Background: an optimization exercise with open tools, aiming at small area. Do not read the settings as production practice.
Where RTL was checked, it was by simulation tests only, not by an equivalence proof against the original.
The RTL of run 3 was laid out without a check of its function.
In runs 1 to 5 and 7 the design's own scripts or RTL, not TritonCTS, make the clock network.
The clock port is modelled as an ideal driver, which makes a skipped or thinned clock tree look cheaper than it is; a real chip needs a root buffer or a tree.
No activity file was given, so power comes from the tool's default toggle rates.

**design/flow/design.v**
```verilog
module poly_fir_stage1 #(
    parameter int DECIMATION_FACTOR = 9,
    parameter int TAP_LEN          = 63,
    parameter int DATA_WIDTH       = 16,
    parameter int COEF_WIDTH       = 16,
    parameter int BUF_LEN          = 64
    )(
    input  logic                          clk,
    input  logic                          rst,
    input  logic                          din_valid,
    output logic                          dout_valid,
    input  logic signed [DATA_WIDTH-1:0]  din,
    output logic signed [DATA_WIDTH-1:0]  dout
    );
    localparam int LW = 20;           
    localparam int HW = 32 - LW;      
    wire accept = din_valid & ~rst;
    logic       qs;
    logic [2:0] qm;
    always_ff @(posedge clk) begin
        if (rst) begin
            qs <= 1'b0;
            qm <= 3'd4;
        end else if (accept) begin
            if (qs) begin
                if (qm == 3'd1) begin
                    qs <= 1'b0;
                    qm <= 3'd0;
                end else begin
                    qm <= qm - 3'd1;
                end
            end else begin
                if (qm == 3'd4) qs <= 1'b1;
                else qm <= qm + 3'd1;
            end
        end
    end
    logic [1:0] r, r_n;
    logic [2:0] j, j_n;
    wire busy = (j != 3'd7);
    wire last = (j == 3'd6) & (r == 2'd3);
    always_comb begin
        if (rst) begin
            j_n = 3'd7;
            r_n = 2'd0;
        end else if (accept) begin
            j_n = 3'd7;
            r_n = 2'd3;
        end else if (j == 3'd7) begin
            j_n = (r == 2'd3) ? 3'd0 : 3'd7;
            r_n = 2'd0;
        end else if (j == 3'd6) begin
            j_n = (r == 2'd3) ? 3'd7 : 3'd0;
            r_n = r + 2'd1;
        end else begin
            j_n = j + 3'd1;
            r_n = r;
        end
    end
    wire busy_n = (j_n != 3'd7);
    always_ff @(posedge clk) begin
        j <= j_n;
        r <= r_n;
    end
    wire blk_end = last & ~qs & (qm == 3'd4);
    logic       ks, ks_n;
    logic [1:0] km, km_n;
    always_comb begin
        ks_n = ks;
        km_n = km;
        if (!blk_end) begin
            if (ks) begin
                if (km == 2'd1) begin
                    ks_n = 1'b0;
                    km_n = 2'd0;
                end else begin
                    km_n = km - 2'd1;
                end
            end else begin
                if (km == 2'd3) ks_n = 1'b1;
                else km_n = km + 2'd1;
            end
        end
    end
    always_ff @(posedge clk) begin
        if (rst) begin
            ks <= 1'b1;
            km <= 2'd3;
        end else begin
            ks <= ks_n;
            km <= km_n;
        end
    end
    logic [3:0] rom;
    always_comb begin
        case ({qm, ks_n ^ qs, km_n, r_n})
            8'd0: rom = 4'b0011;
            8'd1: rom = 4'b0001;
            8'd2: rom = 4'b1100;
            8'd3: rom = 4'b0011;
            8'd4: rom = 4'b0011;
            8'd5: rom = 4'b1001;
            8'd6: rom = 4'b1010;
            8'd7: rom = 4'b0010;
            8'd8: rom = 4'b0010;
            8'd9: rom = 4'b0001;
            8'd10: rom = 4'b1100;
            8'd11: rom = 4'b0001;
            8'd12: rom = 4'b1011;
            8'd13: rom = 4'b0011;
            8'd14: rom = 4'b0000;
            8'd15: rom = 4'b0000;
            8'd16: rom = 4'b0011;
            8'd17: rom = 4'b0001;
            8'd18: rom = 4'b1100;
            8'd19: rom = 4'b0011;
            8'd20: rom = 4'b0011;
            8'd21: rom = 4'b1001;
            8'd22: rom = 4'b1010;
            8'd23: rom = 4'b0010;
            8'd24: rom = 4'b0010;
            8'd25: rom = 4'b0001;
            8'd26: rom = 4'b1100;
            8'd27: rom = 4'b0001;
            8'd28: rom = 4'b1011;
            8'd29: rom = 4'b0011;
            8'd30: rom = 4'b0000;
            8'd31: rom = 4'b0000;
            8'd32: rom = 4'b1011;
            8'd33: rom = 4'b0001;
            8'd34: rom = 4'b1100;
            8'd35: rom = 4'b0011;
            8'd36: rom = 4'b1100;
            8'd37: rom = 4'b0001;
            8'd38: rom = 4'b1001;
            8'd39: rom = 4'b0010;
            8'd40: rom = 4'b0000;
            8'd41: rom = 4'b0000;
            8'd42: rom = 4'b1011;
            8'd43: rom = 4'b0001;
            8'd44: rom = 4'b1001;
            8'd45: rom = 4'b0100;
            8'd46: rom = 4'b0000;
            8'd47: rom = 4'b0000;
            8'd48: rom = 4'b1011;
            8'd49: rom = 4'b0001;
            8'd50: rom = 4'b1100;
            8'd51: rom = 4'b0011;
            8'd52: rom = 4'b1001;
            8'd53: rom = 4'b1010;
            8'd54: rom = 4'b1011;
            8'd55: rom = 4'b0010;
            8'd56: rom = 4'b0010;
            8'd57: rom = 4'b0011;
            8'd58: rom = 4'b0011;
            8'd59: rom = 4'b0000;
            8'd60: rom = 4'b1011;
            8'd61: rom = 4'b0010;
            8'd62: rom = 4'b0000;
            8'd63: rom = 4'b0000;
            8'd64: rom = 4'b1100;
            8'd65: rom = 4'b1001;
            8'd66: rom = 4'b0100;
            8'd67: rom = 4'b0010;
            8'd68: rom = 4'b0001;
            8'd69: rom = 4'b0001;
            8'd70: rom = 4'b0000;
            8'd71: rom = 4'b0010;
            8'd72: rom = 4'b0011;
            8'd73: rom = 4'b1001;
            8'd74: rom = 4'b1010;
            8'd75: rom = 4'b0001;
            8'd76: rom = 4'b1100;
            8'd77: rom = 4'b1010;
            8'd78: rom = 4'b0001;
            8'd79: rom = 4'b0000;
            8'd80: rom = 4'b1100;
            8'd81: rom = 4'b1001;
            8'd82: rom = 4'b0100;
            8'd83: rom = 4'b0010;
            8'd84: rom = 4'b0010;
            8'd85: rom = 4'b1100;
            8'd86: rom = 4'b0100;
            8'd87: rom = 4'b0001;
            8'd88: rom = 4'b0000;
            8'd89: rom = 4'b1010;
            8'd90: rom = 4'b0011;
            8'd91: rom = 4'b0000;
            8'd92: rom = 4'b0000;
            8'd93: rom = 4'b0001;
            8'd94: rom = 4'b0000;
            8'd95: rom = 4'b0000;
            8'd96: rom = 4'b1001;
            8'd97: rom = 4'b0011;
            8'd98: rom = 4'b0011;
            8'd99: rom = 4'b0010;
            8'd100: rom = 4'b0000;
            8'd101: rom = 4'b0001;
            8'd102: rom = 4'b0001;
            8'd103: rom = 4'b0010;
            8'd104: rom = 4'b1100;
            8'd105: rom = 4'b0000;
            8'd106: rom = 4'b1001;
            8'd107: rom = 4'b0001;
            8'd108: rom = 4'b1011;
            8'd109: rom = 4'b0000;
            8'd110: rom = 4'b0001;
            8'd111: rom = 4'b0000;
            8'd112: rom = 4'b1001;
            8'd113: rom = 4'b0011;
            8'd114: rom = 4'b0011;
            8'd115: rom = 4'b0010;
            8'd116: rom = 4'b1011;
            8'd117: rom = 4'b0011;
            8'd118: rom = 4'b0010;
            8'd119: rom = 4'b0001;
            8'd120: rom = 4'b0011;
            8'd121: rom = 4'b0001;
            8'd122: rom = 4'b0010;
            8'd123: rom = 4'b0000;
            8'd124: rom = 4'b1100;
            8'd125: rom = 4'b0001;
            8'd126: rom = 4'b0000;
            8'd127: rom = 4'b0000;
            8'd128: rom = 4'b0001;
            8'd129: rom = 4'b1010;
            8'd130: rom = 4'b0011;
            8'd131: rom = 4'b0010;
            8'd132: rom = 4'b0001;
            8'd133: rom = 4'b0000;
            8'd134: rom = 4'b0010;
            8'd135: rom = 4'b0010;
            8'd136: rom = 4'b0001;
            8'd137: rom = 4'b0000;
            8'd138: rom = 4'b0000;
            8'd139: rom = 4'b0001;
            8'd140: rom = 4'b0010;
            8'd141: rom = 4'b0010;
            8'd142: rom = 4'b0001;
            8'd143: rom = 4'b0000;
            8'd144: rom = 4'b0001;
            8'd145: rom = 4'b1010;
            8'd146: rom = 4'b0011;
            8'd147: rom = 4'b0010;
            8'd148: rom = 4'b0001;
            8'd149: rom = 4'b0001;
            8'd150: rom = 4'b0001;
            8'd151: rom = 4'b0001;
            8'd152: rom = 4'b1100;
            8'd153: rom = 4'b1010;
            8'd154: rom = 4'b0010;
            8'd155: rom = 4'b0000;
            8'd156: rom = 4'b0010;
            8'd157: rom = 4'b0000;
            8'd158: rom = 4'b0000;
            8'd159: rom = 4'b0000;
            default: rom = 4'd0;
        endcase
    end
    logic [3:0] dg;
    always_ff @(posedge clk) begin
        dg <= rom & {4{busy_n}};
    end
    wire       neg = dg[3];
    wire [3:0] sel = {dg[2], dg[1] & dg[0], dg[1] & ~dg[0], ~dg[1] & dg[0]};
    logic signed [15:0] x;
    always_ff @(posedge clk) begin
        if (accept) x <= din;
    end
    logic [17:0] x3;
    logic [17:0] c3;
    logic        c9;
    assign x3[0] = x[0];
    assign c3[1] = 1'b0;
    genvar gi;
    generate
        for (gi = 1; gi < 17; gi++) begin : g_x3
            wire aa = (gi < 16) ? x[gi] : x[15];
            wire bb = x[gi-1];
            wire ci = (gi == 9) ? c9 : c3[gi];
            assign x3[gi] = aa ^ bb ^ ci;
            assign c3[gi+1] = (aa & bb) | (aa & ci) | (bb & ci);
        end
    endgenerate
    assign x3[17] = x[15];
    always_ff @(posedge clk) begin
        c9 <= c3[9];
    end
    wire [18:0] xe = {{3{x[15]}}, x};
    wire [18:0] mx = ({19{sel[0]}} & xe)
                   | ({19{sel[1]}} & {xe[17:0], 1'b0})
                   | ({19{sel[2]}} & {x3[17], x3})
                   | ({19{sel[3]}} & {xe[16:0], 2'b00});
    wire [18:0] mn = mx ^ {19{neg}};
    logic [31:0] term;
    always_comb begin
        case (r)
            2'd0: term = {{13{mn[18]}}, mn};
            2'd1: term = {{10{mn[18]}}, mn, {3{neg}}};
            2'd2: term = {{7{mn[18]}}, mn, {6{neg}}};
            default: term = {{4{mn[18]}}, mn, {9{neg}}};
        endcase
    end
    localparam int UW = HW - 1;       
    logic [LW+UW:0] ring [0:6];
    wire clr  = busy & qs & (qm == 3'd4) & ~ks & (km == 2'd3) & (r == 2'd0);
    wire fin  = busy & ~qs & (qm == 3'd4) & ks & (km == 2'd3) & (r == 2'd1);
    wire role0 = ks & (km == 2'd3);
    wire [LW+UW:0] a = ring[6] & {(LW+UW+1){~clr}};
    logic e31, e31v;
    wire  a31 = e31v ? e31 : a[LW+UW];
    logic [LW-1:0] lsum;
    logic [LW:0]   lc;
    logic [HW-1:0] hsum;
    logic [HW:0]   hc;
    wire  [HW-1:0] ah = {a31, a[LW+UW:LW+1]};
    assign lc[0] = neg;
    assign hc[0] = a[LW];
    generate
        for (gi = 0; gi < LW; gi++) begin : g_lo
            assign lsum[gi] = a[gi] ^ term[gi] ^ lc[gi];
            assign lc[gi+1] = (a[gi] & term[gi]) | (a[gi] & lc[gi]) | (term[gi] & lc[gi]);
        end
        for (gi = 0; gi < HW; gi++) begin : g_hi
            assign hsum[gi] = ah[gi] ^ term[LW+gi] ^ hc[gi];
            assign hc[gi+1] = (ah[gi] & term[LW+gi]) | (ah[gi] & hc[gi]) | (term[LW+gi] & hc[gi]);
        end
    endgenerate
    always_ff @(posedge clk) begin
        ring[0] <= {hsum[UW-1:0], lc[LW], lsum};
        for (int i = 1; i < 7; i++) ring[i] <= ring[i-1];
        if (role0) e31 <= hsum[HW-1];
        if (blk_end) e31v <= 1'b0;
        else if (role0) e31v <= 1'b1;
    end
    always_ff @(posedge clk) begin
        if (rst) dout_valid <= 1'b0;
        else dout_valid <= fin;
    end
    wire [30:0] acc = {ring[0][LW+UW:LW+1], ring[0][LW-1:0]};
    wire [1:0] top = {e31, acc[30]};
    assign dout = (top == 2'b01) ? 16'sh7fff :
                  (top == 2'b10) ? 16'sh8000 : acc[30:15];
endmodule
```
**design/flow/flow/run.sh**
```bash
#!/bin/bash
# Own layout flow: the standard flow (standard.sh) with changes that only affect how the
# layout is built:
#  - synthesis: flow/synth.tcl (the standard flow's synthesis script with an area-oriented ABC mapping;
#    same registers, names and cell types),
#  - port buffers use the smallest buffer cell,
#  - the clock tree is built by flow/cts_manual.tcl (one root buffer, nine leaf buffers over
#    equal groups of flip-flops) in place of clock_tree_synthesis,
set -euo pipefail
here=$(pwd)
export OWN_ABC_SCRIPT="$here/flow/area.abc"
export BUFFER_PORTS_ARGS="-buffer_cell sky130_fd_sc_hd__buf_1"
export PRE_CTS_TCL="$here/flow/cts_manual.tcl"
export OWN_CTS_LEAVES=9 OWN_CTS_COLS=3 OWN_CTS_CLOCK_PORT=clk
export OWN_CTS_LEAF_BUF=sky130_fd_sc_hd__clkbuf_16 OWN_CTS_ROOT_BUF=sky130_fd_sc_hd__clkbuf_8
sed "s#SYNTH_SCRIPT=[^ ]*#SYNTH_SCRIPT=$here/flow/synth.tcl#" standard.sh > own_standard.sh
bash own_standard.sh finish > make_flow.log 2>&1
```
**design/flow/flow/area.abc**
```
strash
 &get -n
 &fraig -x
 &put
 scorr
 dc2
 strash
 &get -n
 &deepsyn -J 300
 &synch2
 &dch -f
 &nf -a -R 1000
 &put
 mfs3 -a
 strash
 &get -n
 &dch -f
 &nf -a -R 1000
 &put
```
**design/flow/flow/cts_manual.tcl**
```tcl
# Clock tree for this design, built in place of clock_tree_synthesis (sourced by ORFS cts.tcl
# through PRE_CTS_TCL). One root buffer drives OWN_CTS_LEAVES leaf buffers; the flip-flops are
# split into that many groups of equal size (columns by x, then rows by y) and each leaf buffer
# sits at the centre of its group. Detailed placement in cts.tcl then legalizes the buffers.
rename clock_tree_synthesis ::orfs_clock_tree_synthesis
proc clock_tree_synthesis {args} {
  set block [ord::get_db_block]
  set db [ord::get_db]
  set nleaf $::env(OWN_CTS_LEAVES)
  set ncol $::env(OWN_CTS_COLS)
  set leaf_master [$db findMaster $::env(OWN_CTS_LEAF_BUF)]
  set root_master [$db findMaster $::env(OWN_CTS_ROOT_BUF)]
  set clk_net [[$block findBTerm $::env(OWN_CTS_CLOCK_PORT)] getNet]
  set sinks {}
  foreach it [$clk_net getITerms] {
    set bb [[$it getInst] getBBox]
    lappend sinks [list $it [expr {([$bb xMin] + [$bb xMax]) / 2}] [expr {([$bb yMin] + [$bb yMax]) / 2}]]
  }
  set n [llength $sinks]
  puts "manual CTS: $n sinks, $nleaf leaves in $ncol columns"
  set sinks [lsort -integer -index 1 $sinks]
  # split into columns with leaf counts as even as possible, sinks per leaf as even as possible
  set groups {}
  set pos 0
  set leaves_left $nleaf
  for {set c 0} {$c < $ncol} {incr c} {
    set lc [expr {int(ceil(double($leaves_left) / ($ncol - $c)))}]
    set cnt [expr {int(round(double($n - $pos) * $lc / $leaves_left))}]
    set col [lsort -integer -index 2 [lrange $sinks $pos [expr {$pos + $cnt - 1}]]]
    set p2 0
    for {set l 0} {$l < $lc} {incr l} {
      set c2 [expr {int(round(double($cnt - $p2) / ($lc - $l)))}]
      lappend groups [lrange $col $p2 [expr {$p2 + $c2 - 1}]]
      incr p2 $c2
    }
    incr pos $cnt
    incr leaves_left -$lc
  }
  set root [odb::dbInst_create $block $root_master "clkbuf_root_own"]
  set root_net [odb::dbNet_create $block "clknet_root_own"]
  $root_net setSigType CLOCK
  set lx 0; set ly 0
  set i 0
  foreach g $groups {
    set sx 0; set sy 0
    foreach s $g { incr sx [lindex $s 1]; incr sy [lindex $s 2] }
    set cx [expr {$sx / [llength $g]}]
    set cy [expr {$sy / [llength $g]}]
    set buf [odb::dbInst_create $block $leaf_master "clkbuf_leaf_own_$i"]
    set net [odb::dbNet_create $block "clknet_leaf_own_$i"]
    $net setSigType CLOCK
    $buf setLocation $cx $cy
    $buf setPlacementStatus PLACED
    [$buf findITerm A] connect $root_net
    [$buf findITerm X] connect $net
    foreach s $g {
      set it [lindex $s 0]
      $it disconnect
      $it connect $net
    }
    puts "manual CTS: leaf $i at ($cx, $cy) drives [llength $g] sinks"
    incr lx $cx; incr ly $cy
    incr i
  }
  $root setLocation [expr {$lx / $nleaf}] [expr {$ly / $nleaf}]
  $root setPlacementStatus PLACED
  [$root findITerm A] connect $clk_net
  [$root findITerm X] connect $root_net
  set_propagated_clock [all_clocks]
}
```
**design/flow/flow/synth.tcl**
```tcl
# The standard synthesis (synth_recipe.tcl) with two changes to the combinational mapping only:
# Yosys's synth runs without its internal quick ABC pass (so full adders are extracted from the
# RTL's own adder structure), and the final ABC mapping uses flow/area.abc. Register inference,
# flip-flop mapping, flattening and renaming are unchanged.
proc synth {args} { yosys synth -nofsm -noshare -noabc {*}$args }
proc abc {args} {
  set i [lsearch -exact $args -script]
  if {$i >= 0} { lset args [expr {$i+1}] $::env(OWN_ABC_SCRIPT) }
  yosys abc {*}$args
}
source $::env(SCRIPTS_DIR)/synth.tcl
# left out here: clear keep_hierarchy, flatten, clean up, hide names made inside functions, write 1_2_yosys.v
```
**design/flow/standard.sh**
```bash
#!/bin/bash
# synth_recipe.tcl (not shown) runs the flow's synth.tcl, then flattens the netlist and writes it again
# the make line also repeats each setting of config.mk as NAME=value (left out here)
make -C /OpenROAD-flow-scripts/flow DESIGN_CONFIG=/design/flow/config.mk WORK_HOME=/design/flow/orfs CLKGATE_MAP_FILE= SYNTH_SCRIPT=/design/flow/synth_recipe.tcl "${@:-finish}"
```
**design/flow/config.mk**
```make
export PLATFORM = sky130hd
export DESIGN_NAME = poly_fir_stage1
export DESIGN_NICKNAME = poly_fir_stage1
export VERILOG_FILES = /design/flow/design.v
export SDC_FILE = /design/flow/constraint.sdc
export NUM_CORES = 8
export LEC_CHECK = 0
export CAP_MARGIN = 20
export CORE_MARGIN = 2
export CORE_UTILIZATION = 65
export GPL_TIMING_DRIVEN = 0
export SLEW_MARGIN = 20
```
**design/flow/constraint.sdc**
```tcl
create_clock -name core_clock -period 10.0 [get_ports {clk}]
set_input_delay 2.0000 -clock core_clock [delete_from_list [all_inputs] [get_ports {clk}]]
set_output_delay 2.0000 -clock core_clock [all_outputs]
set_load 0.01 [all_outputs]
```
==> flow_summary.json, run 1 <==
{
  "n_fill_cell": 881,
  "fin_area_um2": 9350,
  "synthCells": 700,
  "dr.pass1.iters": 6,
  "tightest_slew_ns": 0.956,
  "synthTopCellsByArea": "dfxtp_1 56%, fa_1 10%, edfxtp_1 5.9%, nand2_1 3.1%, nor2b_1 3.0%",
  "synth.net_count": 778,
  "setup.worst_path.end_class": "flip-flop",
  "grt_first_pass_wirelength_um": 25900,
  "grt_use_met1_pct": 34.3,
  "ys_ff_latch": 260,
  "p_switching_mw": 0.943,
  "netlist_area_um2": 8640,
  "synth_seq_area_share_pct": 62.2,
  "n_antenna_cell": 0,
  "hold_vio_cnt_final": 0,
  "drcViolationCount": 0,
  "via_count_of_the_first_global_routing_pass": 5063,
  "design.portCount": 36,
  "netlist_top_cells_count": "243 x dfxtp_1, 71 x nand2_1, 51 x nor2_1, 47 x o21ai_0, 45 x fa_1",
  "flow.area_growth_from_synthesis_pct": 8.24,
  "cellInternalPower_mw": 1.97,
  "power.density_nw_per_um2": 312,
  "p_comb_share_pct": 27.7,
  "post-route-min-period_ns": 9.69,
  "initial_utilization_pct": 66.0,
  "detailedRoute.firstIterationViolations": 428,
  "outcome": "finished clean",
  "timing.fmax_mhz": 103,
  "yosys.area.top_type": "dfxtp_1",
  "clk_latency_ns": 0.47,
  "final_max_slew_viol_count": 0,
  "fp.dieArea_um2": 14200,
  "final_critical_path_setup_slack_ns": 0.311,
  "synth_edf_count": 17,
  "grt_antenna_before_repair": 0,
  "grt-busiest-layer": "met2",
  "holdCritPathClass": "flip-flop to flip-flop",
  "vdd.ir_drop.worst_v": 0.000156,
  "placement.setup.worst_slack_ns": -0.340,
  "groute.layer.met3.usage_pct": 1.63,
  "fraction_of_power_consumed_by_the_clock_network_pct": 15.2,
  "post_dp_cell_area_um2": 9030,
  "floorplan.die.height_um": 119,
  "worstPathArrival_ns": 10.02,
  "max_cap_check_violation_count": 0,
  "leakagePower_nw": 3.85,
  "design.final.nets": 832,
  "portBuffers": 35,
  "synth_async_sr_flop_share_pct": 0,
  "yosysWarningCount": 2,
  "layout-drive-gt1-share_pct": 3.72,
  "clkTransAtPathRegs_ns": 0.11,
  "min_period_over_period_pct": 96.9,
  "worst_slew_margin_rel_pct": 36.1,
  "routed_wire_length_per_instance_um": 17.2,
  "stdcell_count": 928,
  "detailed_place_hpwl_um": 11200,
  "start_kind": "flip-flop",
  "synth_largest_type_area_fraction_pct": 56.3,
  "cell_count_post_placement": 913,
  "syn_area_per_cell_um2": 12.3,
  "overflow": 0,
  "timing.critical_path.fanout_max": 4,
  "dr_total_vias": 5278,
  "most_numerous_cell_in_the_yosys_netlist": "dfxtp_1",
  "pin_count_of_the_biggest_net_entering_global_routing": 39,
  "global_route.usage.met2_pct": 37.9,
  "seq_power_share_pct": 57.1,
  "swShare_pct": 32.3,
  "yosysUniqueCellTypes": 41,
  "grtUsageTotal_pct": 22.8,
  "fp.coreArea_um2": 13100,
  "vias_per_cell": 5.69,
  "criticalPathCategory": "flip-flop to flip-flop",
  "ys_dominant_reg_cell": "dfxtp_1",
  "final-setup-viol-count": 0,
  "gp_congestion": 0.873,
  "timing.critical_path.required_ns": 10.33,
  "totalWireLength_um": 16000,
  "core.rowCount": 42,
  "ant_nets": 0,
  "final_setup_skew_ns": 0.0148,
  "die_w_um": 119
}
[layout make-up]
cell class / instances / area [µm²] / area share, %
inverters: 14 / 56.3 / 0.602
plain buffers: 11 / 243 / 2.60
multi-input cells: 425 / 3250 / 34.8
flip-flops and latches: 260 / 5380 / 57.6
well taps: 176 / 220 / 2.36
repair buffers: 42 / 196 / 2.10
[worst max-delay path: stages (launching register included)]
cell and delay, ns:
edfxtp_1 0.44, ha_1 0.24, fa_1 0.38, fa_1 0.40
fa_1 0.39, fa_1 0.38, fa_1 0.39, fa_1 0.39
fa_1 0.44, a222oi_1 0.35, nand2_1 0.15, xor2_1 0.23
a222oi_1 0.41, o21ai_1 0.14, fa_1 0.43, fa_1 0.41
fa_1 0.40, fa_1 0.39, fa_1 0.39, fa_1 0.39
fa_1 0.39, fa_1 0.39, fa_1 0.39, fa_1 0.38
fa_1 0.39, fa_1 0.47
[logic make-up after synthesis]
logic type / Yosys count / share of synthesized area [%]
compound gates: 137 / 10.7
xor+xnor: 26 / 2.64
fa+ha+maj: 59 / 12.5
buf+inv: 15 / 0.652
flops: 260 / 62.2
mux: 6 / 0.695
simple gates: 197 / 10.6
[placed cells by master, fill, tap and decap left out, types with 19 or more instances in the layout]
master / count
a222oi_1: 24
a21oi_1: 25
fa_1: 45
dfxtp_1: 241
buf_1: 36
nor2b_1: 38
o21ai_0: 44
nand2_1: 71
nor2_1: 51
xor2_1: 19
[power groups by stage]
stage | Clock, mW | Sequential, mW | Combinational (mW)
after floorplan | 0 | 1.62 | 0.549
after global placement | 0 | 1.66 | 0.741
after detailed placement | 0 | 1.69 | 0.770
after CTS | 0.454 | 1.67 | 0.793
after global routing | 0.489 | 1.71 | 0.914
final | 0.443 | 1.66 | 0.807
[path summary, 6_finish.rpt]
check / startpoint / to / slack [ns] / cells past startpoint
worst max-delay path: x[1] / ring[0][19] / 0.31 / 25
worst min-delay path: ring[4][31] / ring[5][31] / 0.32 / 0
worst max register to register: x[1] / ring[0][19] / 0.31 / 25
worst min register to register: ring[4][31] / ring[5][31] / 0.32 / 0
[sequential cells by signal, indices dropped and copies added (netlist names)]
| register | flops |
|---|---|
| km | 2 |
| r | 2 |
| j | 3 |
| e31 | 1 |
| qs | 1 |
| c9 | 1 |
| dg | 4 |
| x | 16 |
| ring | 224 |
| dout_valid | 1 |
| qm | 3 |
| ks | 1 |
| e31v | 1 |
[metrics by stage]
stage | total power [mW] | util [%] | setup TNS (ns) | hold slack (ns)
finish | 2.92 | 71.4 | 0 | 0.323
CTS | 2.92 | 70.9 | 0 | 0.332
global route | 3.11 | 71.4 | -0.0110 | 0.336
detailed placement | 2.46 | 69.0 | -0.599 | 0.312
global placement | 2.40 | 68.7 | -3.96 | 0.310
floorplan | 2.17 | - | 0 | 0.310
[timing repair]
| action | CTS | global route |
|---|---|---|
| buffers inserted | 1 | 3 |
| gates cloned | 0 | 0 |
| pin swaps | 1 | 1 |
| setup endpoints to repair | 2 | 2 |
| resized for setup | 0 | 9 |
| hold buffers | 0 | 0 |
[routing by layer]
layer	wire length [µm]	up-vias
met5	0	-
met4	257	0
met3	815	16
met2	7670	173
met1	7240	2559
li1	-	2530
==> run 2: changes to the inputs <==
--- a/design/flow/design.v
+++ b/design/flow/design.v
@@ -83,13 +83,8 @@
         end
     end
     always_ff @(posedge clk) begin
-        if (rst) begin
-            ks <= 1'b1;
-            km <= 2'd3;
-        end else begin
-            ks <= ks_n;
-            km <= km_n;
-        end
+        ks <= ks_n;
+        km <= km_n;
     end
     logic [3:0] rom;
     always_comb begin
==> flow_summary.json, run 2 <==
{
  "outcome": "finished clean",
  "timing.critical_path.buf_inv": 1,
  "start_kind": "flip-flop",
  "totalWireLength_um": 14300,
  "synthCells": 677,
  "design.final.nets": 806,
  "synth.area.mux_share_pct": 0.718,
  "final_max_slew_viol_count": 0,
  "slowest_stage": "ha_1",
  "ys_dominant_reg_cell": "dfxtp_1",
  "worstPathArrival_ns": 9.98,
  "synth_edf_count": 17,
  "crit_chain": "clkinv_1 -> ha_1 -> o31ai_2 -> o21ai_0 -> fa_1 -> fa_1 -> fa_1 -> fa_1 -> fa_1 -> fa_1 -> fa_1 -> fa_1 -> fa_1 -> fa_1 -> fa_2 -> fa_1 -> fa_1 -> fa_1 -> fa_1 -> fa_1 -> fa_1 -> fa_1 -> fa_1 -> fa_1",
  "yosysWarningCount": 2,
  "top_register": "ring",
  "fp.dieArea_um2": 14100,
  "ant_nets": 0,
  "detailed_place_hpwl_um": 9870,
  "vdd.ir_drop.worst_v": 0.000217,
  "most_numerous_cell_in_the_yosys_netlist": "dfxtp_1",
  "synth_simple_gate_area_share_pct": 9.62,
  "core.rowCount": 41,
  "max_cap_check_violation_count": 0,
  "n_antenna_cell": 0,
  "fraction_of_power_consumed_by_the_clock_network_pct": 14.5,
  "leakagePower_nw": 3.80,
  "synth_seq_area_share_pct": 62.9,
  "layout_top_registers": "ring (224), x (16), dg (4)",
  "synth_async_sr_flop_share_pct": 0,
  "netlist_top_cells_count": "243 x dfxtp_1, 63 x nand2_1, 50 x nor2_1, 45 x fa_1, 41 x nor2b_1",
  "grtUsageTotal_pct": 20.1,
  "dr_total_vias": 5016,
  "initial_utilization_pct": 67.1,
  "timing.fmax_mhz": 104,
  "routed_wire_length_per_instance_um": 15.9,
  "power.density_nw_per_um2": 332,
  "vias_per_cell": 5.59,
  "design.portCount": 36,
  "via_count_of_the_first_global_routing_pass": 4733,
  "synth_xor_xnor_area_share_pct": 2.67,
  "p_switching_mw": 1.04,
  "synth.net_count": 755,
  "yosys.area.top_type": "dfxtp_1",
  "tightest_slew_ns": 1.03,
  "seq_power_share_pct": 53.9,
  "yosysUniqueCellTypes": 41,
  "criticalPathCategory": "flip-flop to flip-flop",
  "p_comb_share_pct": 31.5,
  "area_fraction_in_compound_gates_after_synthesis_pct": 10.5,
  "drcViolationCount": 0,
  "min_period_over_period_pct": 96.3,
  "critPathMostFrequentCell": "fa_1",
  "grt_first_pass_wirelength_um": 23400,
  "postCtsHoldBufs": 0,
  "largest_register_ff_count": 224,
  "finish.utilization_pct": 72.4,
  "swShare_pct": 34.0,
  "layout_commonest_cell": "dfxtp_1",
  "grt_antenna_before_repair": 0,
  "timing.critical_path.required_ns": 10.35,
  "commonest_cells_after_routing_fill_and_taps_aside": "241 x dfxtp_1, 63 x nand2_1, 50 x nor2_1",
  "setup.worst_path.end_class": "flip-flop",
  "timing.critical_path.slowest_cell_delay_ns": 0.47,
  "final-setup-viol-count": 0,
  "clkTransAtPathRegs_ns": 0.10,
  "flow.area_growth_from_synthesis_pct": 7.87,
  "worst_slew_margin_rel_pct": 31.0,
  "post-route-min-period_ns": 9.63,
  "fp.coreArea_um2": 12700,
  "fin_area_um2": 9210,
  "overflow": 0,
  "synthTopCellsByArea": "dfxtp_1 57%, fa_1 11%, edfxtp_1 6.0%, nor2b_1 3.0%, a222oi_1 2.9%",
  "largest_family_of_logic_cells_by_synthesized_area": "adder cells",
  "die_w_um": 119,
  "layout-drive-gt1-share_pct": 3.31,
  "ys_ff_latch": 260,
  "final_critical_path_setup_slack_ns": 0.373,
  "yosys.area_share.adder_pct": 12.6,
  "final_setup_skew_ns": 0.0171,
  "placement.setup.worst_slack_ns": -0.377,
  "unrepaired_setup_endpoints_after_global_routing": "false",
  "gp_congestion": 0.942,
  "syn_area_per_cell_um2": 12.6,
  "pin_count_of_the_biggest_net_entering_global_routing": 38,
  "netlist_area_um2": 8540,
  "timing.critical_path.fanout_max": 20,
  "timing.critical_path.max_delay_family": "adder cells",
  "detailedRoute.firstIterationViolations": 595,
  "holdCritPathClass": "flip-flop to flip-flop",
  "clk_latency_ns": 0.47,
  "portBuffers": 35,
  "post_dp_cell_area_um2": 8920,
  "hold_vio_cnt_final": 0,
  "p_total_mw": 3.06,
  "floorplan.die.height_um": 119,
  "synth_largest_type_area_fraction_pct": 57.0,
  "n_fill_cell": 908,
  "dr.pass1.iters": 10,
  "cellInternalPower_mw": 2.02
}
==> run 2: logic make-up (layout without fill, tap and decap cells) <==
family,after synthesis,after routing
buffers and inverters,21,70
XOR/XNOR,26,26
flip-flops,260,260
multiplexers,6,6
AO/OA/AOI/OAI,128,128
AND/OR/NAND/NOR,177,177
adder cells (fa/ha/maj),59,59
==> run 2: worst paths after layout <==
check / from / end / slack (ns) / depth (start not counted)
setup reg to reg: r[1] / ring[0][19] / 0.37 / 24
hold reg to reg: ring[3][20] / ring[4][20] / 0.33 / 0
setup / recovery: r[1] / ring[0][19] / 0.37 / 24
hold / removal: ring[3][20] / ring[4][20] / 0.33 / 0
==> run 2: repair_timing <==
item,in CTS,in global routing
endpoints found under the hold margin,0,0
setup buffers,1,2
endpoints found under the setup margin,2,2
pin swaps,1,2
gates resized for setup,0,6
==> run 2: through the flow <==
step	hold slack, ns	instances	TNS [ns]
after global placement	0.310	884	-4.34
after CTS	0.335	896	0
after global routing	0.339	898	0
after detailed placement	0.312	885	-0.664
after floorplan	0.310	677	0
final	0.332	898	0
==> run 2: cell type report <==
cell class                 count  area (µm²)  share of cell area (%)
sequential                   260        5380                    58.4
tap                          172         215                    2.34
timing repair buffer          39         169                    1.83
inverter                      20        75.1                   0.815
buffer                        11         243                    2.63
multi-input combinational    396        3130                    34.0
==> run 2: per-layer routing <==
metal	GRT usage (%)	up-vias	part of all wire, %
met4	2.60	0	1.7
met1	30.7	2367	48
met5	0	-	0
met3	1.98	25	5.8
met2	32.2	192	44
li1	-	2432	-
==> run 2: power by group through the flow <==
stage,clock network (mW),logic [mW],registers (mW)
2_1_floorplan,0,0.691,1.61
3_3_place_gp,0,0.894,1.65
3_5_place_dp,0,0.939,1.67
4_1_cts,0.455,0.951,1.65
5_1_grt,0.487,1.08,1.69
6_report,0.444,0.964,1.65
==> run 3: changes to the inputs <==
--- a/design/flow/design.v
+++ b/design/flow/design.v
@@ -302,8 +302,8 @@
     wire fin  = busy & ~qs & (qm == 3'd4) & ks & (km == 2'd3) & (r == 2'd1);
     wire role0 = ks & (km == 2'd3);
     wire [LW+UW:0] a = ring[6] & {(LW+UW+1){~clr}};
-    logic e31, e31v;
-    wire  a31 = e31v ? e31 : a[LW+UW];
+    logic ov;
+    wire  a31 = a[LW+UW] ^ ov;
     logic [LW-1:0] lsum;
     logic [LW:0]   lc;
     logic [HW-1:0] hsum;
@@ -324,16 +324,13 @@
     always_ff @(posedge clk) begin
         ring[0] <= {hsum[UW-1:0], lc[LW], lsum};
         for (int i = 1; i < 7; i++) ring[i] <= ring[i-1];
-        if (role0) e31 <= hsum[HW-1];
-        if (blk_end) e31v <= 1'b0;
-        else if (role0) e31v <= 1'b1;
+        if (blk_end) ov <= 1'b0;
+        else if (role0) ov <= hsum[HW-1] ^ hsum[HW-2];
     end
     always_ff @(posedge clk) begin
         if (rst) dout_valid <= 1'b0;
         else dout_valid <= fin;
     end
     wire [30:0] acc = {ring[0][LW+UW:LW+1], ring[0][LW-1:0]};
-    wire [1:0] top = {e31, acc[30]};
-    assign dout = (top == 2'b01) ? 16'sh7fff :
-                  (top == 2'b10) ? 16'sh8000 : acc[30:15];
+    assign dout = ov ? {~acc[30], {15{acc[30]}}} : acc[30:15];
 endmodule
==> flow_summary.json, run 3 <==
{
  "most_numerous_cell_in_the_yosys_netlist": "dfxtp_1",
  "post-route-min-period_ns": 9.64,
  "netlist_top_cells_count": "243 x dfxtp_1, 64 x o21ai_0, 54 x nand2_1, 48 x clkinv_1, 45 x fa_1",
  "dr_total_vias": 5137,
  "synth_edf_count": 16,
  "vias_per_cell": 5.50,
  "floorplan.die.height_um": 119,
  "initial_utilization_pct": 65.9,
  "gp_congestion": 0.891,
  "synth_seq_area_share_pct": 61.9,
  "finish.utilization_pct": 71.3,
  "start_kind": "flip-flop",
  "synth_largest_type_area_fraction_pct": 56.4,
  "grt_first_pass_wirelength_um": 23800,
  "n_antenna_cell": 0,
  "unrepaired_setup_endpoints_after_global_routing": "false",
  "criticalPathCategory": "flip-flop to flip-flop",
  "design.final.nets": 838,
  "clk_latency_ns": 0.48,
  "worstPathArrival_ns": 10.01,
  "design.portCount": 36,
  "ant_nets": 0,
  "max_cap_check_violation_count": 0,
  "power.density_nw_per_um2": 359,
  "final_max_slew_viol_count": 0,
  "worst_slew_margin_rel_pct": 36.4,
  "synth.area.mux_share_pct": 0.594,
  "final-setup-viol-count": 0,
  "holdCritPathClass": "flip-flop to flip-flop",
  "via_count_of_the_first_global_routing_pass": 4758,
  "yosys.area.top_type": "dfxtp_1",
  "detailedRoute.firstIterationViolations": 491,
  "dr.pass1.iters": 8,
  "layout_commonest_cell": "dfxtp_1",
  "top_register": "ring",
  "commonest_cells_after_routing_fill_and_taps_aside": "240 x dfxtp_1, 62 x o21ai_0, 54 x nand2_1",
  "syn_area_per_cell_um2": 12.2,
  "netlist_area_um2": 8630,
  "fp.coreArea_um2": 13100,
  "clkTransAtPathRegs_ns": 0.10,
  "critical_path.reg2reg.endpoint": "ring[0][19]",
  "critPathMostFrequentCell": "fa_1",
  "min_period_over_period_pct": 96.4,
  "portBuffers": 35,
  "vdd.ir_drop.worst_v": 0.000193,
  "timing.critical_path.fanout_max": 4,
  "layout_top_registers": "ring (224), x (16), dg (4)",
  "layout-drive-gt1-share_pct": 3.43,
  "synth_simple_gate_area_share_pct": 7.55,
  "pin_count_of_the_biggest_net_entering_global_routing": 42,
  "hold_vio_cnt_final": 0,
  "yosys.area_share.adder_pct": 12.5,
  "area_fraction_in_compound_gates_after_synthesis_pct": 12.5,
  "timing.fmax_mhz": 104,
  "synth.net_count": 785,
  "crit_path_end": "ring[0][19]",
  "largest_register_ff_count": 224,
  "outcome": "finished clean",
  "synthTopCellsByArea": "dfxtp_1 56%, fa_1 10%, edfxtp_1 5.6%, o21ai_0 3.7%, nor2b_1 2.5%",
  "critical_path.startpoint": "x[1]",
  "timing.critical_path.max_delay_family": "adder cells",
  "timing.critical_path.slowest_cell_delay_ns": 0.44,
  "worstRegToRegCells": 25,
  "timing.critical_path.required_ns": 10.37,
  "drcViolationCount": 0,
  "totalWireLength_um": 14400,
  "n_fill_cell": 968,
  "worst-path-stages": 25,
  "grtUsageTotal_pct": 20.4,
  "timing.critical_path.buf_inv": 0,
  "rr_startpoint": "x[1]",
  "yosysWarningCount": 2,
  "fp.dieArea_um2": 14200,
  "synth_async_sr_flop_share_pct": 0,
  "postCtsHoldBufs": 0,
  "setup.worst_path.end_class": "flip-flop",
  "synth_xor_xnor_area_share_pct": 2.84,
  "grt_antenna_before_repair": 0,
  "synthCells": 707,
  "regToRegSetupSlack_ns": 0.36,
  "ys_ff_latch": 259,
  "ys_dominant_reg_cell": "dfxtp_1",
  "core.rowCount": 42,
  "setup_tns_final_ns": 0,
  "die_w_um": 119,
  "yosysUniqueCellTypes": 40,
  "final_setup_skew_ns": 0.0119,
  "routed_wire_length_per_instance_um": 15.4,
  "flow.area_growth_from_synthesis_pct": 8.05,
  "leakagePower_nw": 3.65,
  "overflow": 0,
  "detailed_place_hpwl_um": 10000,
  "largest_family_of_logic_cells_by_synthesized_area": "compound AO/OA/AOI/OAI gates",
  "tightest_slew_ns": 0.953,
  "slowest_stage": "edfxtp_1"
}
==> run 3: changes by cell type after synthesis, moves of 5 or more <==
| cell | before | now |
|---|---|---|
| o21ai_0 | 31 | 64 |
| clkinv_1 | 20 | 48 |
| nor2_1 | 50 | 22 |
| xnor2_1 | 4 | 21 |
| a21oi_1 | 24 | 39 |
| xor2_1 | 22 | 7 |
| a222oi_1 | 25 | 12 |
| a221oi_1 | 1 | 13 |
| nand2_1 | 63 | 54 |
| nor2b_1 | 41 | 35 |
| a22oi_1 | 13 | 8 |
| o211ai_1 | 0 | 5 |
==> run 3: cells by family after synthesis <==
kind of cell / Yosys count
AO/OA/AOI/OAI: 172
XOR/XNOR: 28
flip-flops: 259
AND/OR/NAND/NOR: 136
buffers and inverters: 48
adder cells (fa/ha/maj): 59
multiplexers: 5
==> run 3: cell type report <==
type	instances	area (µm²)	share of cell area, %
plain buffers	10	239	2.56
multi-input cells	400	3150	33.8
well taps	176	220	2.36
flip-flops and latches	259	5350	57.4
inverters	48	180	1.93
repair buffers	41	184	1.97
==> run 3: worst min path at each step <==
stage | cells after the start | start | endpoint
2_1_floorplan | 0 | ring[0][0] | ring[1][0]
3_3_place_gp | 0 | ring[4][4] | ring[5][4]
3_5_place_dp | 0 | ring[2][2] | ring[3][2]
4_1_cts | 0 | ring[4][23] | ring[5][23]
5_1_grt | 0 | ring[5][10] | ring[6][10]
6_report | 0 | ring[4][23] | ring[5][23]
==> run 3: worst reg2reg max path, cell delays in order, from the launching register on <==
cell,delay [ns]
edfxtp_1,0.44
ha_1,0.23
fa_1,0.38
fa_1,0.39
fa_1,0.43
mux2_1,0.31
a222oi_1,0.33
xnor2_1,0.21
a22oi_1,0.27
o21ai_1,0.12
fa_1,0.43
fa_1,0.38
fa_1,0.39
fa_1,0.39
fa_1,0.38
fa_1,0.39
fa_1,0.43
fa_1,0.40
fa_1,0.39
fa_1,0.39
fa_1,0.42
fa_1,0.40
fa_1,0.39
fa_1,0.41
fa_1,0.40
fa_1,0.44
==> run 3: per-layer routing <==
layer  wire, µm  track usage, %  up-vias
li1           -               -     2535
met4        205            2.01        0
met5          0               0        -
met2       6370            32.0      153
met3        770            2.35       26
met1       7060            32.0     2423
==> run 3: power breakdown <==
part	leakage, nW	switching [mW]	internal (mW)
Clock	0.118	0.272	0.170
Sequential	2.19	0.192	1.55
Combinational	1.34	0.720	0.445
Total	3.65	1.18	2.16
==> run 3: stage by stage <==
stage                     instance area (µm²)  total power [mW]  worst slack, ns  hold WS [ns]  std cells
final                                    9320              3.35            0.358         0.332        934
after global routing                     9320              3.60           0.0139         0.335        934
after CTS                                9260              3.34           0.0627         0.333        930
after detailed placement                 9010              2.89           -0.402         0.312        919
after global placement                   8990              2.82            -1.37         0.310        918
after floorplan                          8630              2.52           0.0535         0.310        707
==> run 3: what timing repair did <==
item,in CTS,in global routing
endpoints found under the setup margin,2,2
endpoints found under the hold margin,0,0
cloned,0,0
pin swaps,1,2
buffers inserted,1,4
gates resized for setup,0,8
==> run 4: changes to the inputs <==
--- a/design/flow/design.v
+++ b/design/flow/design.v
@@ -83,8 +83,13 @@
         end
     end
     always_ff @(posedge clk) begin
-        ks <= ks_n;
-        km <= km_n;
+        if (rst) begin
+            ks <= 1'b1;
+            km <= 2'd3;
+        end else begin
+            ks <= ks_n;
+            km <= km_n;
+        end
     end
     logic [3:0] rom;
     always_comb begin
--- a/design/flow/flow/run.sh
+++ b/design/flow/flow/run.sh
@@ -12,6 +12,6 @@
 export BUFFER_PORTS_ARGS="-buffer_cell sky130_fd_sc_hd__buf_1"
 export PRE_CTS_TCL="$here/flow/cts_manual.tcl"
 export OWN_CTS_LEAVES=9 OWN_CTS_COLS=3 OWN_CTS_CLOCK_PORT=clk
-export OWN_CTS_LEAF_BUF=sky130_fd_sc_hd__clkbuf_16 OWN_CTS_ROOT_BUF=sky130_fd_sc_hd__clkbuf_8
+export OWN_CTS_LEAF_BUF=sky130_fd_sc_hd__clkbuf_16 OWN_CTS_ROOT_BUF=sky130_fd_sc_hd__clkbuf_4
 sed "s#SYNTH_SCRIPT=[^ ]*#SYNTH_SCRIPT=$here/flow/synth.tcl#" standard.sh > own_standard.sh
 bash own_standard.sh finish > make_flow.log 2>&1
==> flow_summary.json, run 4 <==
{
  "outcome": "finished clean",
  "vdd.ir_drop.worst_v": 0.000175,
  "core.rowCount": 42,
  "clk_latency_ns": 0.62,
  "flow.area_growth_from_synthesis_pct": 7.91,
  "largest_register_ff_count": 224,
  "holdCritPathClass": "flip-flop to flip-flop",
  "overflow": 0,
  "dr.pass1.iters": 7,
  "pin_count_of_the_biggest_net_entering_global_routing": 38,
  "timing.critical_path.slowest_cell_delay_ns": 0.47,
  "totalWireLength_um": 15200,
  "top_register": "ring",
  "floorplan.die.height_um": 119,
  "fp.coreArea_um2": 13100,
  "final-setup-viol-count": 0,
  "leakagePower_nw": 3.83,
  "design.portCount": 36,
  "layout-drive-gt1-share_pct": 3.34,
  "worst_slew_margin_rel_pct": 25.3,
  "synth_largest_type_area_fraction_pct": 56.4,
  "drcViolationCount": 0,
  "synth_async_sr_flop_share_pct": 0,
  "portBuffers": 35,
  "min_period_over_period_pct": 96.5,
  "synth_seq_area_share_pct": 61.9,
  "netlist_area_um2": 8630,
  "detailedRoute.firstIterationViolations": 551,
  "timing.critical_path.max_delay_family": "adder cells",
  "synth_edf_count": 16,
  "initial_utilization_pct": 66.0,
  "power.density_nw_per_um2": 314,
  "tightest_slew_ns": 1.12,
  "synthTopCellsByArea": "dfxtp_1 56%, fa_1 10%, edfxtp_1 5.6%, nand2_1 3.2%, o21ai_0 3.1%",
  "vias_per_cell": 5.63,
  "slowest_stage": "edfxtp_1",
  "routed_wire_length_per_instance_um": 16.4,
  "grt_first_pass_wirelength_um": 24900,
  "timing.critical_path.buf_inv": 0,
  "design.final.nets": 829,
  "n_antenna_cell": 0,
  "worstPathArrival_ns": 10.15,
  "finish.utilization_pct": 71.2,
  "synth.net_count": 778,
  "grtUsageTotal_pct": 21.6,
  "layout_top_registers": "ring (224), x (16), dg (4)",
  "layout_commonest_cell": "dfxtp_1",
  "most_numerous_cell_in_the_yosys_netlist": "dfxtp_1",
  "yosysUniqueCellTypes": 39,
  "stdcell_count": 925,
  "final_setup_skew_ns": 0.0155,
  "criticalPathCategory": "flip-flop to flip-flop",
  "timing.critical_path.required_ns": 10.50,
  "unrepaired_setup_endpoints_after_global_routing": "false",
  "commonest_cells_after_routing_fill_and_taps_aside": "241 x dfxtp_1, 73 x nand2_1, 52 x o21ai_0",
  "timing.critical_path.fanout_max": 4,
  "yosysWarningCount": 2,
  "clkTransAtPathRegs_ns": 0.11,
  "final_max_slew_viol_count": 0,
  "setup.worst_path.end_class": "flip-flop",
  "via_count_of_the_first_global_routing_pass": 5017,
  "start_kind": "flip-flop",
  "die_w_um": 119,
  "grt_antenna_before_repair": 0,
  "postCtsHoldBufs": 0,
  "yosys.area.top_type": "dfxtp_1",
  "max_cap_check_violation_count": 0,
  "netlist_top_cells_count": "243 x dfxtp_1, 73 x nand2_1, 53 x o21ai_0, 45 x fa_1, 39 x nor2b_1",
  "syn_area_per_cell_um2": 12.3,
  "post-route-min-period_ns": 9.65,
  "cell_count_post_placement": 912,
  "fp.dieArea_um2": 14200,
  "ys_ff_latch": 259,
  "dr_total_vias": 5210,
  "ant_nets": 0,
  "ys_dominant_reg_cell": "dfxtp_1",
  "gp_congestion": 1.06,
  "synthCells": 700,
  "hold_vio_cnt_final": 0,
  "timing.fmax_mhz": 104,
  "critPathMostFrequentCell": "fa_1",
  "detailed_place_hpwl_um": 10800
}
-- run 4: worst register-to-register path: stages, from the launching register on --
cell,delay [ns]
edfxtp_1,0.47
ha_1,0.25
fa_1,0.38
fa_1,0.39
fa_1,0.39
fa_1,0.39
fa_1,0.40
fa_1,0.45
a222oi_1,0.31
nand2_1,0.10
xor2_1,0.20
a222oi_1,0.44
o21ai_0,0.19
fa_1,0.45
fa_2,0.38
fa_1,0.40
fa_1,0.40
fa_1,0.39
fa_1,0.39
fa_1,0.39
fa_1,0.39
fa_1,0.38
fa_1,0.41
fa_1,0.39
fa_1,0.39
fa_1,0.43
-- run 4: cells by family (layout without fill, tap and decap cells) --
| kind of cell | count (synthesis) | in the layout | synth area share (%) |
|---|---|---|---|
| adders and majority gates | 59 | 59 | 12.5 |
| buffers and inverters | 30 | 79 | 1.30 |
| DFF | 259 | 259 | 61.9 |
| muxes | 6 | 6 | 0.696 |
| xor gates and xnor gates | 29 | 29 | 2.94 |
| and+or+nand+nor | 170 | 170 | 9.29 |
| AOI/OAI and AO/OA | 147 | 147 | 11.4 |
-- run 4: power breakdown --
group / total, mW / switching (mW) / internal (mW) / leakage, nW
clock: 0.438 / 0.274 / 0.163 / 0.116
sequential: 1.68 / 0.169 / 1.51 / 2.19
combinational: 0.816 / 0.517 / 0.299 / 1.53
total: 2.93 / 0.960 / 1.97 / 3.83
-- run 4: worst paths after layout --
check	end	start	slack, ns	depth (start not counted)
max reg2reg	ring[0][19]	x[1]	0.35	25
max	ring[0][19]	x[1]	0.35	25
min reg2reg	ring[3][6]	ring[2][6]	0.33	0
min	ring[3][6]	ring[2][6]	0.33	0
-- run 4: repair_timing --
| action | CTS | global route |
|---|---|---|
| buffers inserted | 1 | 2 |
| setup endpoints to repair | 3 | 2 |
| gates resized for setup | 0 | 8 |
| pin swaps | 1 | 1 |
-- run 4: metal layers --
layer	share of wire [%]	track usage (%)	vias up	wire [µm]
li1	-	-	2514	-
met3	5.0	1.48	43	765
met5	0	0	-	0
met4	3.0	4.76	0	453
met2	46	34.5	187	6940
met1	46	32.8	2466	7010
-- run 4: cell type report --
class,count,area [µm²]
Sequential cell,259,5350
Fill cell,901,3770
Inverter,30,113
Buffer,10,233
Timing Repair Buffer,39,181
Multi-Input combinational cell,411,3220
Tap cell,176,220
-- run 4: stage by stage --
step           instance area (µm²)  setup slack (ns)  hold WS, ns  power (mW)  TNS [ns]
2_1_floorplan                 8640            0.0378        0.310        2.21         0
6_report                      9320             0.348        0.334        2.93         0
3_3_place_gp                  8990             -1.29        0.310        2.43     -4.03
4_1_cts                       9270            0.0331        0.335        2.94         0
3_5_place_dp                  9030            -0.369        0.312        2.49    -0.686
5_1_grt                       9320            0.0227        0.340        3.13         0
==> run 5: changes to the inputs <==
==> design/flow/config.mk (replaced) <==
export PLATFORM = sky130hd
export DESIGN_NAME = poly_fir_stage1
export DESIGN_NICKNAME = poly_fir_stage1
export VERILOG_FILES = /design/flow/design.v
export SDC_FILE = /design/flow/constraint.sdc
export NUM_CORES = 8
export LEC_CHECK = 0
export CAP_MARGIN = 0
export CORE_MARGIN = 2
export CORE_UTILIZATION = 50
export GPL_TIMING_DRIVEN = 0
export SLEW_MARGIN = 0
==> flow_summary.json, run 5 <==
{
  "post_dp_cell_area_um2": 9080,
  "detailedRoute.firstIterationViolations": 462,
  "final_setup_skew_ns": 0.0143,
  "criticalPathCategory": "flip-flop to flip-flop",
  "synthTopCellsByArea": "dfxtp_1 56%, fa_1 10%, edfxtp_1 5.6%, nand2_1 3.2%, o21ai_0 3.1%",
  "ys_ff_latch": 259,
  "yosysWarningCount": 2,
  "n_fill_cell": 1470,
  "floorplan.die.height_um": 135,
  "clk_latency_ns": 0.61,
  "gp_congestion": 0.855,
  "outcome": "finished clean",
  "detailed_place_hpwl_um": 11300,
  "commonest_cells_after_routing_fill_and_taps_aside": "240 x dfxtp_1, 72 x nand2_1, 53 x o21ai_0",
  "tightest_slew_ns": 1.24,
  "post-route-min-period_ns": 9.58,
  "via_count_of_the_first_global_routing_pass": 5088,
  "grtUsageTotal_pct": 17.5,
  "hold_vio_cnt_final": 0,
  "clkTransAtPathRegs_ns": 0.11,
  "pin_count_of_the_biggest_net_entering_global_routing": 38,
  "layout-drive-gt1-share_pct": 3.73,
  "overflow": 0,
  "grt_first_pass_wirelength_um": 26100,
  "top_register": "ring",
  "holdWs_ns": 0.334,
  "netlist_area_um2": 8630,
  "synth_seq_area_share_pct": 61.9,
  "postCtsHoldBufs": 0,
  "fp.coreArea_um2": 17100,
  "leakagePower_nw": 3.83,
  "layout_top_registers": "ring (224), x (16), dg (4)",
  "start_kind": "flip-flop",
  "vias_per_cell": 5.29,
  "flow.area_growth_from_synthesis_pct": 8.80,
  "final_critical_path_setup_slack_ns": 0.418,
  "yosysUniqueCellTypes": 39,
  "most_numerous_cell_in_the_yosys_netlist": "dfxtp_1",
  "syn_area_per_cell_um2": 12.3,
  "min_period_over_period_pct": 95.8,
  "synthCells": 700,
  "vdd.ir_drop.worst_v": 0.000165,
  "worstPathArrival_ns": 10.07,
  "fp.dieArea_um2": 18300,
  "max_cap_check_violation_count": 0,
  "design.final.nets": 830,
  "timing.critical_path.required_ns": 10.49,
  "final_max_slew_viol_count": 0,
  "finish.utilization_pct": 55.1,
  "power.density_nw_per_um2": 313,
  "synth_edf_count": 16,
  "drcViolationCount": 0,
  "synth.net_count": 778,
  "setup.worst_path.end_class": "flip-flop",
  "ys_dominant_reg_cell": "dfxtp_1",
  "routed_wire_length_per_instance_um": 16.5,
  "grt_antenna_before_repair": 1,
  "synth_async_sr_flop_share_pct": 0,
  "layout_commonest_cell": "dfxtp_1",
  "initial_utilization_pct": 50.6,
  "p_total_mw": 2.94,
  "unrepaired_setup_endpoints_after_global_routing": "false",
  "placement.setup.worst_slack_ns": -0.222,
  "timing.fmax_mhz": 104,
  "yosys.area.top_type": "dfxtp_1",
  "dr_total_vias": 5163,
  "holdCritPathClass": "flip-flop to flip-flop",
  "dr.pass1.iters": 6,
  "core.rowCount": 48,
  "fin_area_um2": 9390,
  "totalWireLength_um": 16100,
  "timing.critical_path.fanout_max": 17,
  "netlist_top_cells_count": "243 x dfxtp_1, 73 x nand2_1, 53 x o21ai_0, 45 x fa_1, 39 x nor2b_1",
  "largest_register_ff_count": 224,
  "synth_largest_type_area_fraction_pct": 56.4,
  "ant_nets": 0,
  "final-setup-viol-count": 0,
  "portBuffers": 35,
  "die_w_um": 135,
  "worst_slew_margin_rel_pct": 16.4,
  "design.portCount": 36
}
## run 5: through the flow
step | setup TNS [ns] | std cells
2_1_floorplan | 0 | 700
3_3_place_gp | -4.29 | 960
3_5_place_dp | -0.387 | 961
4_1_cts | 0 | 972
5_1_grt | 0 | 975
6_report | 0 | 976
## run 5: cell families after synthesis
family                   after synthesis  share of synthesized area, %
flip-flops                           259                          61.9
AND/OR/NAND/NOR                      170                          9.29
adder cells (fa/ha/maj)               59                          12.5
AO/OA/AOI/OAI                        147                          11.4
buffers and inverters                 30                          1.30
XOR/XNOR                              29                          2.94
multiplexers                           6                         0.696
## run 5: area by class of cell
type	count	area (µm²)	area share, %
well taps	225	282	3.00
multi-input cells	411	3220	34.3
diodes	1	2.50	0.0266
repair buffers	40	190	2.03
plain buffers	10	233	2.48
inverters	30	113	1.20
flip-flops and latches	259	5350	57.0
## run 5: per-layer routing
layer,global-route usage (%),vias to the layer above,wire (µm)
met2,26.4,145,6920
li1,-,2515,-
met3,1.61,26,717
met5,0,-,0
met1,26.6,2477,7850
met4,6.19,0,607
## run 5: power by group
part / total (mW) / switching, mW / internal (mW)
Combinational: 0.821 / 0.520 / 0.301
Sequential: 1.68 / 0.169 / 1.51
Clock: 0.439 / 0.275 / 0.164
Total: 2.94 / 0.964 / 1.97
## run 5: final timing paths
check / depth (start not counted) / slack (ns) / from / to
max: 26 / 0.42 / r[0] / ring[0][19]
min: 0 / 0.33 / ring[4][11] / ring[5][11]
max reg2reg: 26 / 0.42 / r[0] / ring[0][19]
min reg2reg: 0 / 0.33 / ring[4][11] / ring[5][11]
## run 5: worst max-delay path, cell delays in order (launching register included)
cell and delay [ns]:
dfxtp_1 0.35, clkinv_1 0.12, ha_4 0.27, nand3_1 0.16, nor3_4 0.27, clkbuf_16 0.23, nor2b_1 0.07, fa_1 0.45
fa_1 0.39, fa_1 0.39, fa_1 0.40, fa_1 0.39, fa_1 0.39, fa_1 0.40, fa_1 0.39, fa_1 0.39
fa_1 0.39, fa_1 0.39, fa_1 0.39, fa_1 0.39, fa_1 0.40, fa_1 0.39, fa_1 0.38, fa_1 0.42
fa_1 0.41, fa_1 0.40, fa_1 0.43
## run 5: repair_timing
action                                  CTS  global route
endpoints found under the setup margin    2             2
pin swaps                                 1             1
buffers inserted                          1             2
cloned                                    0             1
resized for setup                         1            14
==> run 6: changes to the inputs <==
==> design/flow/flow/area.abc (replaced) <==
strash
 &get -n
 &fraig -x
 &put
 scorr
 dc2
 strash
 &get -n
 &deepsyn -J 300
 &synch2
 &dch -f
 &nf -a -R 1000
 &put
 mfs3 -ae
 strash
 &get -n
 &dch -f
 &nf -a -R 1000
 &put
 mfs3 -ae
--- a/design/flow/config.mk
+++ b/design/flow/config.mk
@@ -7,6 +7,6 @@
 export LEC_CHECK = 0
 export CAP_MARGIN = 0
 export CORE_MARGIN = 2
-export CORE_UTILIZATION = 50
+export CORE_UTILIZATION = 65
 export GPL_TIMING_DRIVEN = 0
 export SLEW_MARGIN = 0
==> flow_summary.json, run 6 <==
{
  "yosysWarningCount": 2,
  "stop_error": "ERROR: ABC failed with status 6",
  "haltStage": "synthesis",
  "outcome": "aborted with a tool error"
}
==> run 7: changes to the inputs <==
==> design/flow/flow/area.abc (replaced) <==
strash
 &get -n
 &fraig -x
 &put
 scorr
 dc2
 strash
 &get -n
 &deepsyn -J 300
 &synch2
 &dch -f
 &nf -a -R 1000
 &put
 mfs3 -a
 strash
 &get -n
 &dch -f
 &nf -a -R 1000
 &put
==> flow_summary.json, run 7 <==
{
  "outcome": "finished clean",
  "cell_count_post_placement": 912,
  "layout_top_registers": "ring (224), x (16), dg (4)",
  "worst_slew_margin_rel_pct": 14.7,
  "multiInputGateArea_um2": 3210,
  "postCtsHoldBufs": 0,
  "worstRegToRegCells": 25,
  "rr_startpoint": "x[1]",
  "whs_endpoint": "ring[2][11]",
  "floorplan.die.height_um": 119,
  "regArea_um2": 5350,
  "top_register": "ring",
  "netlist_top_cells_count": "243 x dfxtp_1, 73 x nand2_1, 53 x o21ai_0, 45 x fa_1, 39 x nor2b_1",
  "timing.critical_path.slowest_cell_delay_ns": 0.46,
  "die_w_um": 119,
  "regToRegSetupSlack_ns": 0.30,
  "start_kind": "flip-flop",
  "synth_seq_area_share_pct": 61.9,
  "initial_utilization_pct": 66.0,
  "layout-drive-gt1-share_pct": 3.07,
  "max_cap_check_violation_count": 0,
  "setup.worst_path.end_class": "flip-flop",
  "unrepaired_setup_endpoints_after_global_routing": "false",
  "timing.critical_path.max_delay_family": "adder cells",
  "synth_edf_count": 16,
  "vias_per_cell": 5.66,
  "timing.critical_path.fanout_max": 4,
  "ant_nets": 0,
  "via_count_of_the_first_global_routing_pass": 5047,
  "stdcell_count": 925,
  "yosysWarningCount": 2,
  "yosys.area.top_type": "dfxtp_1",
  "hold_vio_cnt_final": 0,
  "detailedRoute.firstIterationViolations": 532,
  "synth.net_count": 778,
  "timing.critical_path.buf_inv": 0,
  "final_max_slew_viol_count": 0,
  "slowest_stage": "edfxtp_1",
  "post_dp_cell_area_um2": 9020,
  "pin_count_of_the_biggest_net_entering_global_routing": 38,
  "fin_area_um2": 9310,
  "flow.area_growth_from_synthesis_pct": 7.81,
  "fp.coreArea_um2": 13100,
  "criticalPathCategory": "flip-flop to flip-flop",
  "grtUsageTotal_pct": 21.8,
  "finish.utilization_pct": 71.1,
  "n_fill_cell": 924,
  "dr_total_vias": 5232,
  "clk_latency_ns": 0.60,
  "holdCritPathClass": "flip-flop to flip-flop",
  "setup_tns_final_ns": 0,
  "syn_area_per_cell_um2": 12.3,
  "ys_dominant_reg_cell": "dfxtp_1",
  "dr.pass1.iters": 8,
  "layout_commonest_cell": "dfxtp_1",
  "most_numerous_cell_in_the_yosys_netlist": "dfxtp_1",
  "overflow": 0,
  "synth_largest_type_area_fraction_pct": 56.4,
  "detailed_place_hpwl_um": 10800,
  "post-route-min-period_ns": 9.70,
  "timing.critical_path.required_ns": 10.49,
  "leakagePower_nw": 3.83,
  "final_setup_skew_ns": 0.0122,
  "worstPathArrival_ns": 10.19,
  "yosysUniqueCellTypes": 39,
  "vdd.ir_drop.worst_v": 0.000179,
  "tightest_slew_ns": 1.27,
  "critPathMostFrequentCell": "fa_1",
  "min_period_over_period_pct": 97.0,
  "netlist_area_um2": 8630,
  "grt_first_pass_wirelength_um": 25200,
  "timing.fmax_mhz": 103,
  "power.density_nw_per_um2": 315,
  "core.rowCount": 42,
  "grt_antenna_before_repair": 0,
  "design.final.nets": 829,
  "n_antenna_cell": 0,
  "portBuffers": 35,
  "min_path_cells": 0,
  "synth_async_sr_flop_share_pct": 0,
  "fp.dieArea_um2": 14200,
  "hold_path.startpoint": "ring[1][11]",
  "final-setup-viol-count": 0,
  "clkTransAtPathRegs_ns": 0.11,
  "gp_congestion": 1.06,
  "critical_path.reg2reg.endpoint": "ring[0][19]",
  "routed_wire_length_per_instance_um": 16.5,
  "synthTopCellsByArea": "dfxtp_1 56%, fa_1 10%, edfxtp_1 5.6%, nand2_1 3.2%, o21ai_0 3.1%",
  "commonest_cells_after_routing_fill_and_taps_aside": "242 x dfxtp_1, 73 x nand2_1, 52 x o21ai_0",
  "design.portCount": 36,
  "totalWireLength_um": 15300,
  "drcViolationCount": 0,
  "ys_ff_latch": 259,
  "holdWs_ns": 0.332,
  "synthCells": 700,
  "largest_register_ff_count": 224
}
[run 7: logic make-up after synthesis]
kind of cell               count (synthesis)  share of synthesized area, %
and+or+nand+nor                          170                          9.29
adders and majority gates                 59                          12.5
xor gates and xnor gates                  29                          2.94
DFF                                      259                          61.9
muxes                                      6                         0.696
buffers and inverters                     30                          1.30
AOI/OAI and AO/OA                        147                          11.4
[run 7: area by class of cell]
type                    count  area share, %
multi-input cells         411           34.5
plain buffers              10           2.50
well taps                 176           2.37
repair buffers             39           1.95
flip-flops and latches    259           57.4
inverters                  30           1.21
[run 7: repair_timing]
action	4_1_cts	5_1_grt
setup endpoints to repair	3	2
resized for setup	0	10
pin swaps	1	2
buffers inserted	1	2
[run 7: metal layers]
layer  vias up  global-route usage, %  part of all wire (%)
li1       2515                      -                     -
met1      2475                   32.8                    46
met2       201                   35.0                    45
met3        41                   2.11                   5.6
met4         0                   4.54                   2.6
met5         -                      0                     0
[run 7: worst max path at each step]
stage / slack, ns / from / to / cells past startpoint
CTS: 0.03 / r[0] / ring[0][19] / 26
floorplan: 0.04 / r[0] / ring[0][19] / 25
global placement: -1.29 / r[0] / ring[0][19] / 25
global route: 0.004 / x[1] / ring[0][19] / 25
finish: 0.30 / x[1] / ring[0][19] / 25
detailed placement: -0.37 / r[0] / ring[0][19] / 26
[run 7: report_power, final]
part / internal (mW) / total [mW] / switching [mW]
logic: 0.299 / 0.816 / 0.517
registers: 1.51 / 1.68 / 0.168
clock network: 0.164 / 0.439 / 0.275
total: 1.97 / 2.93 / 0.960
[run 7: metrics by stage]
stage / total power, mW / setup slack, ns
4_1_cts: 2.94 / 0.0321
3_3_place_gp: 2.43 / -1.29
6_report: 2.93 / 0.304
3_5_place_dp: 2.49 / -0.365
2_1_floorplan: 2.21 / 0.0378
5_1_grt: 3.13 / 0.00358

what the ideal ports hide:
How much do the figures lean on ideal ports? The routed layouts below were timed once more, with nothing changed but the port constraints. Step 1 (the two cells are an assumption about what drives the block):
set clk [get_ports {clk}]
set_driving_cell -lib_cell sky130_fd_sc_hd__clkbuf_16 $clk
set_driving_cell -lib_cell sky130_fd_sc_hd__buf_2 [delete_from_list [all_inputs] $clk]
Step 2 adds t to the input delays and takes it off the output delays; t is the mean of the earliest and latest rising clock arrival at the registers after step 1. Input paths then give back, and output paths get back, about the clock's delay inside the block. Three values: ideal, step 1, step 2; two values: the first two.
run	t (ns)	setup slack, ns	hold slack, ns	slew at the worst register clock pin (ns)	cell pins on the clock port's net
run 1	0.495	0.311 / 0.311 / 0.311	0.323 / 0.323 / 0.323	0.11 / 0.11	1
run 2	0.500	0.373 / 0.373 / 0.373	0.332 / 0.332 / 0.332	0.11 / 0.11	1
run 3	0.516	0.358 / 0.358 / 0.358	0.332 / 0.332 / 0.332	0.10 / 0.10	1
run 4	0.655	0.348 / 0.348 / 0.348	0.334 / 0.334 / 0.334	0.11 / 0.11	1
run 5	0.643	0.418 / 0.418 / 0.418	0.334 / 0.334 / 0.334	0.11 / 0.11	1
run 7	0.635	0.304 / 0.304 / 0.304	0.332 / 0.332 / 0.332	0.11 / 0.11	1
After both steps every run listed still meets setup and hold.
